Context: an optimization exercise on an open-source flow, tuned for small area, a short achievable clock period and few clock cycles per item. The choices shown serve that exercise and are no tape-out recipe.
Only simulation tests tie the RTL to the original design; equivalence was not proved.

==> flow/design.v (outline; a module is shown in full before it is edited, if it fits) <==
// module booth_multiplier: 2136 lines
module booth_multiplier #(
    parameter N = 32
) (
    input clk,
    input start,
    input signed [N-1:0] multiplicand,
    input signed [N-1:0] multiplier,
    output signed [2*N-1:0] product,
    output reg done
);
  // ...
==> flow/run.sh <==
#!/bin/bash
# synth_recipe.tcl (not shown) runs the flow's synth.tcl, then flattens the netlist and writes it again
# the make line also repeats each setting of config.mk as NAME=value (left out here)
make -C /OpenROAD-flow-scripts/flow DESIGN_CONFIG=/design/flow/config.mk WORK_HOME=/design/flow/orfs CLKGATE_MAP_FILE= SYNTH_SCRIPT=/design/flow/synth_recipe.tcl finish
==> flow/config.mk <==
export PLATFORM = sky130hd
export DESIGN_NAME = booth_multiplier
export DESIGN_NICKNAME = booth_multiplier
export VERILOG_FILES = /design/flow/design.v
export SDC_FILE = /design/flow/constraint.sdc
export NUM_CORES = 4
export LEC_CHECK = 0
export ABC_AREA = 1
export CAP_MARGIN = 20
export CORE_MARGIN = 2
export CORE_UTILIZATION = 50
export SETUP_SLACK_MARGIN = 0.4
export SLEW_MARGIN = 20
==> flow/constraint.sdc <==
create_clock -name core_clock -period 4.5 [get_ports {clk}]
set_input_delay 0.9000 -clock core_clock [delete_from_list [all_inputs] [get_ports {clk}]]
set_output_delay 0.9000 -clock core_clock [all_outputs]
set_load 0.01 [all_outputs]
==> results.tsv, run 1 <==
metric	value	unit
period_needed	4.30	ns
detail_route.wl_per_cell	26.1	um
die_area	0.0647	mm2
nonClkBufAreaFrac	0.154	
cts-buffers-inserted	17	
status	complete, no violations	
slowest_stage	fa_2	
cp-end-kind	primary output	
multi_input_area	0.0257	mm2
fin_cells	5028	
critPathLaunch	acc_t[17]$_DFFE_PP_	
cts_resized	654	
dpl.hpwl	101000	um
top_register	acc_s	
hold_slack	0.763	ns
synthMuxAreaShare	0	
dp_slack	-0.656	ns
dr_wl_met3	16200	um
synth-xor-area-share	0.151	
grt_start_max_net_pins	68	
synth_warnings	1	
drcViolationCount	0	
grt_overflow	0	
htreeDepth	4	
cts_root_buf	clkbuf_16	
Testbench counts, summed over its fixed seeds: cycles 2,400, items 2,400.
==> run 2, diff against run 1 <==
==> flow/flow/run.sh (new file) <==
#!/bin/bash
# Standard layout, except that the delay cells (clkdlybuf*, dlygate*, dlymetal*)
# may not be used after synthesis: the port buffers and repairs then use
# ordinary buffers.  Synthesis is the standard one.
set -e
cp standard.sh standard_sh.txt
bash standard.sh synth > run_synth.log 2>&1
cat >> config.mk <<'CFG'
export DONT_USE_CELLS += sky130_fd_sc_hd__clkdlybuf4s15_1 sky130_fd_sc_hd__clkdlybuf4s15_2 sky130_fd_sc_hd__clkdlybuf4s18_1 sky130_fd_sc_hd__clkdlybuf4s18_2 sky130_fd_sc_hd__clkdlybuf4s25_1 sky130_fd_sc_hd__clkdlybuf4s25_2 sky130_fd_sc_hd__clkdlybuf4s50_1 sky130_fd_sc_hd__clkdlybuf4s50_2 sky130_fd_sc_hd__dlygate4sd1_1 sky130_fd_sc_hd__dlygate4sd2_1 sky130_fd_sc_hd__dlygate4sd3_1 sky130_fd_sc_hd__dlymetal6s2s_1 sky130_fd_sc_hd__dlymetal6s4s_1 sky130_fd_sc_hd__dlymetal6s6s_1
CFG
bash standard.sh finish > run_finish.log 2>&1
==> flow/standard.sh (new file) <==
#!/bin/bash
# synth_recipe.tcl (not shown) runs the flow's synth.tcl, then flattens the netlist and writes it again
# the make line also repeats each setting of config.mk as NAME=value (left out here)
make -C /OpenROAD-flow-scripts/flow DESIGN_CONFIG=/design/flow/config.mk WORK_HOME=/design/flow/orfs CLKGATE_MAP_FILE= SYNTH_SCRIPT=/design/flow/synth_recipe.tcl "${@:-finish}"
--- a/flow/config.mk
+++ b/flow/config.mk
@@ -11,3 +11,4 @@
 export CORE_UTILIZATION = 50
 export SETUP_SLACK_MARGIN = 0.4
 export SLEW_MARGIN = 20
+export DONT_USE_CELLS += sky130_fd_sc_hd__clkdlybuf4s15_1 sky130_fd_sc_hd__clkdlybuf4s15_2 sky130_fd_sc_hd__clkdlybuf4s18_1 sky130_fd_sc_hd__clkdlybuf4s18_2 sky130_fd_sc_hd__clkdlybuf4s25_1 sky130_fd_sc_hd__clkdlybuf4s25_2 sky130_fd_sc_hd__clkdlybuf4s50_1 sky130_fd_sc_hd__clkdlybuf4s50_2 sky130_fd_sc_hd__dlygate4sd1_1 sky130_fd_sc_hd__dlygate4sd2_1 sky130_fd_sc_hd__dlygate4sd3_1 sky130_fd_sc_hd__dlymetal6s2s_1 sky130_fd_sc_hd__dlymetal6s4s_1 sky130_fd_sc_hd__dlymetal6s6s_1
removed: flow/run.sh
==> run 2 against run 1 <==
Still clean; sequential share of layout area is 1.8 points higher; critical path depth grew 2; critical path type is now input port to flip-flop; critical endpoint is now acc_t[29]$_DFFE_PP_.
==> results.tsv, run 2 <==
metric	value	unit	change
n_fill_cell	5625		
finalInstanceArea	0.0370	mm2	
place_inst	4819		
largest_reg_flops	62		
netlist_area	0.0313	mm2	
yosysMostFrequentCell	inv_1		
cts_root_buf	clkbuf_16		
cts_tree	yes		
maxSlewHeadroom	0.470		
ys_ff_latch	181		
syn_inst	3719		
status	complete, no violations		
io_buffers	129		
largest_registers	acc_s (62), acc_c (61), acc_t (58)		
synth_flop_cell	edfxtp_1		
max_freq	239	MHz	
synth-edff-count	181		
die_area	0.0647	mm2	unchanged
hold_viol	0		
gp_congestion	0.996		
grt_overflow	0		unchanged
worst_setup_path_start_kind	input port		
grt_first_pass_wirelength	171000	um	
drv_cap	0		
syn_to_final_growth	18.0	%	
htreeDepth	4		unchanged
die_x	254	um	
holdBufCountCts	0		
tightest_slew	0.795	ns	
synth_cell_types	42		
die_y	254	um	
arrival	4.38	ns	
clkTransAtPathRegs	0.10	ns	
ant_nets	0		
top_register	acc_s		
core	0.0618	mm2	
initial_utilization	0.507		
dr.pass1.iters	6		
grt_start_max_net_pins	103		+51%
pin_count	131		
period_needed	4.18	ns	-0.113 ns
hp-class	input port to flip-flop		
seq_area_frac_synth	0.174		
path_class	input port to flip-flop		
place_area	0.0346	mm2	
antenna_found_initial	4		
fin_crit_sh	0.930		
synth_warnings	1		unchanged
grt_pass1_vias	26897		
drt_iter0_drc	3076		
drv_slew	0		
fin_nets	4639		
avgSynthCellArea	8.42	um2	
fin_cells	4890		-2.7%
synth_area_leaders	fa_1 27%, edfxtp_1 17%, xor2_1 15%		
setup_viol	0		
hold_path_end	acc_t[44]$_DFFE_PP_		
grt_use_total	0.361		
rows	91		
holdCritStartpoint	start		
rsz0062_at_grt	yes		
drcViolationCount	0		unchanged
totalWireLength	117000	um	
vias_per_cell	5.69		
synth_top_area_frac	0.270		
detail_route.wl_per_cell	24.0	um	-8.2%
vias	27839		
drive_gt1_frac	0.187		
worstPathRequired	4.70	ns	
setup_tns	0	ns	
crit_fanout	5		
cts-buffers-inserted	17		unchanged
final_common_cell	inv_1		
dpl.hpwl	94700	um	-6.4%
cp-end-kind	flip-flop		
yosysTopAreaCell	fa_1		
synth_common_cells	708 x inv_1, 635 x nand2_1, 537 x xor2_1		
clkSinkCount	181		
hold_path_depth	1		
final_cell_mix	686 x inv_1, 586 x nand2_1, 515 x xor2_1		
cts.path.max_buffers	2		
async_reset_ff_frac	0		
synthesis.nets	4321		
[run 2: changes by cell type in the layout (fill, tap and decap cells not counted), moves of 46 or more]
cell and delta:
buf_4 -345, buf_1 +221, buf_2 +101, nand2_1 +71, inv_1 +63, o22ai_1 +60, fa_1 +51, fa_2 -51
inv_2 -49, xor2_1 +46, xor2_2 -46
[run 2: worst max path at each step]
stage | startpoint | to | slack, ns | depth (start not counted)
6_report | multiplier[15] | acc_t[29]$_DFFE_PP_ | 0.32 | 15
3_5_place_dp | multiplier[7] | acc_t[35]$_DFFE_PP_ | -0.29 | 13
2_1_floorplan | multiplier[27] | acc_t[30]$_DFFE_PP_ | 0.11 | 15
3_3_place_gp | multiplier[21] | acc_t[44]$_DFFE_PP_ | -0.25 | 14
4_1_cts | multiplier[8] | acc_t[35]$_DFFE_PP_ | 0.37 | 13
5_1_grt | multiplier[15] | acc_t[29]$_DFFE_PP_ | 0.30 | 17
[run 2: cell type report]
type	count	area (um2)	area share
multi-input cells	2559	23600	0.640
flip-flops and latches	181	5440	0.147
repair buffers	551	3490	0.0944
inverters	727	2750	0.0744
well taps	837	1050	0.0283
clock buffers	17	425	0.0115
clock inverters	15	164	0.00444
diodes	3	7.51	0.000203
[run 2: per-stage QoR]
| step | util | hold slack [ns] | setup slack, ns |
|---|---|---|---|
| 6_report | 0.598 | 0.865 | 0.316 |
| 5_1_grt | 0.598 | 0.852 | 0.303 |
| 4_1_cts | 0.573 | 0.836 | 0.370 |
| 3_5_place_dp | 0.559 | 1.34 | -0.287 |
| 3_3_place_gp | 0.559 | 1.34 | -0.245 |
| 2_1_floorplan | - | 0.999 | 0.107 |
[run 2: routing by layer]
metal  share of wire  wire length (um)  GRT usage  up-vias
li1                -                 -          -    12431
met1            0.41             48000      0.504    13445
met2            0.43             49900      0.538     1663
met3            0.12             14100      0.102      296
met4           0.044              5140      0.127        4
met5         0.00038                44          0        -
[run 2: kinds of logic (layout without fill, tap and decap cells)]
kind of cell | Yosys count | count (layout) | share of synthesized area
AND/OR/NAND/NOR | 887 | 888 | 0.115
adder cells (fa/ha/maj) | 536 | 536 | 0.316
AO/OA/AOI/OAI | 595 | 595 | 0.118
other | 1 | 4 | 0.000120
XOR/XNOR | 539 | 539 | 0.151
flip-flops | 181 | 181 | 0.174
buffers and inverters | 980 | 1310 | 0.126
[run 2: timing repair]
item,CTS,global route
buffers inserted,3,30
gates resized for setup,49,359
cloned,0,3
setup endpoints to repair,43,98
pin swaps,7,72
[run 2: worst max-delay path, cell delays in order]
cell	delay [ns]
buf_1	0.12
buf_8	0.16
nor2_4	0.06
inv_1	0.09
nand2_4	0.08
buf_6	0.13
o22ai_2	0.15
xor2_1	0.30
fa_2	0.54
fa_2	0.39
fa_2	0.36
fa_1	0.55
inv_1	0.05
ha_1	0.19
ha_1	0.29

==> static timing again, ports no longer ideal <==
The results above use ideal ports. As a check the final layouts listed here were re-extracted and re-timed, cells and wires unchanged.
Step 1 (the two cells are an assumption about what drives the block):
set clk [get_ports {clk}]
set_driving_cell -lib_cell sky130_fd_sc_hd__clkbuf_16 $clk
set_driving_cell -lib_cell sky130_fd_sc_hd__buf_2 [delete_from_list [all_inputs] $clk]
Step 2 times the ports against the registers' clock, not the clock port: input delays grow and output delays shrink by t, the midpoint of the rising clock arrivals with the driver on.
Three values: no drivers, after step 1, after step 2; two values: the first two.
run | shift t [ns] | setup slack, ns | worst setup path at the end | worst data-port slew with drivers (ns)
run 1 | 0.556 | 0.203 / 0.138 / -0.184 | input to register | 0.10
run 2 | 0.528 | 0.316 / 0.352 / -0.175 | input to register | 0.09
Met with ideal ports but missed after step 2: setup timing in run 1 and run 2. For run 2, which loses most, drivers alone change the setup slack by +0.036 ns; drivers and shift together by -0.491 ns.
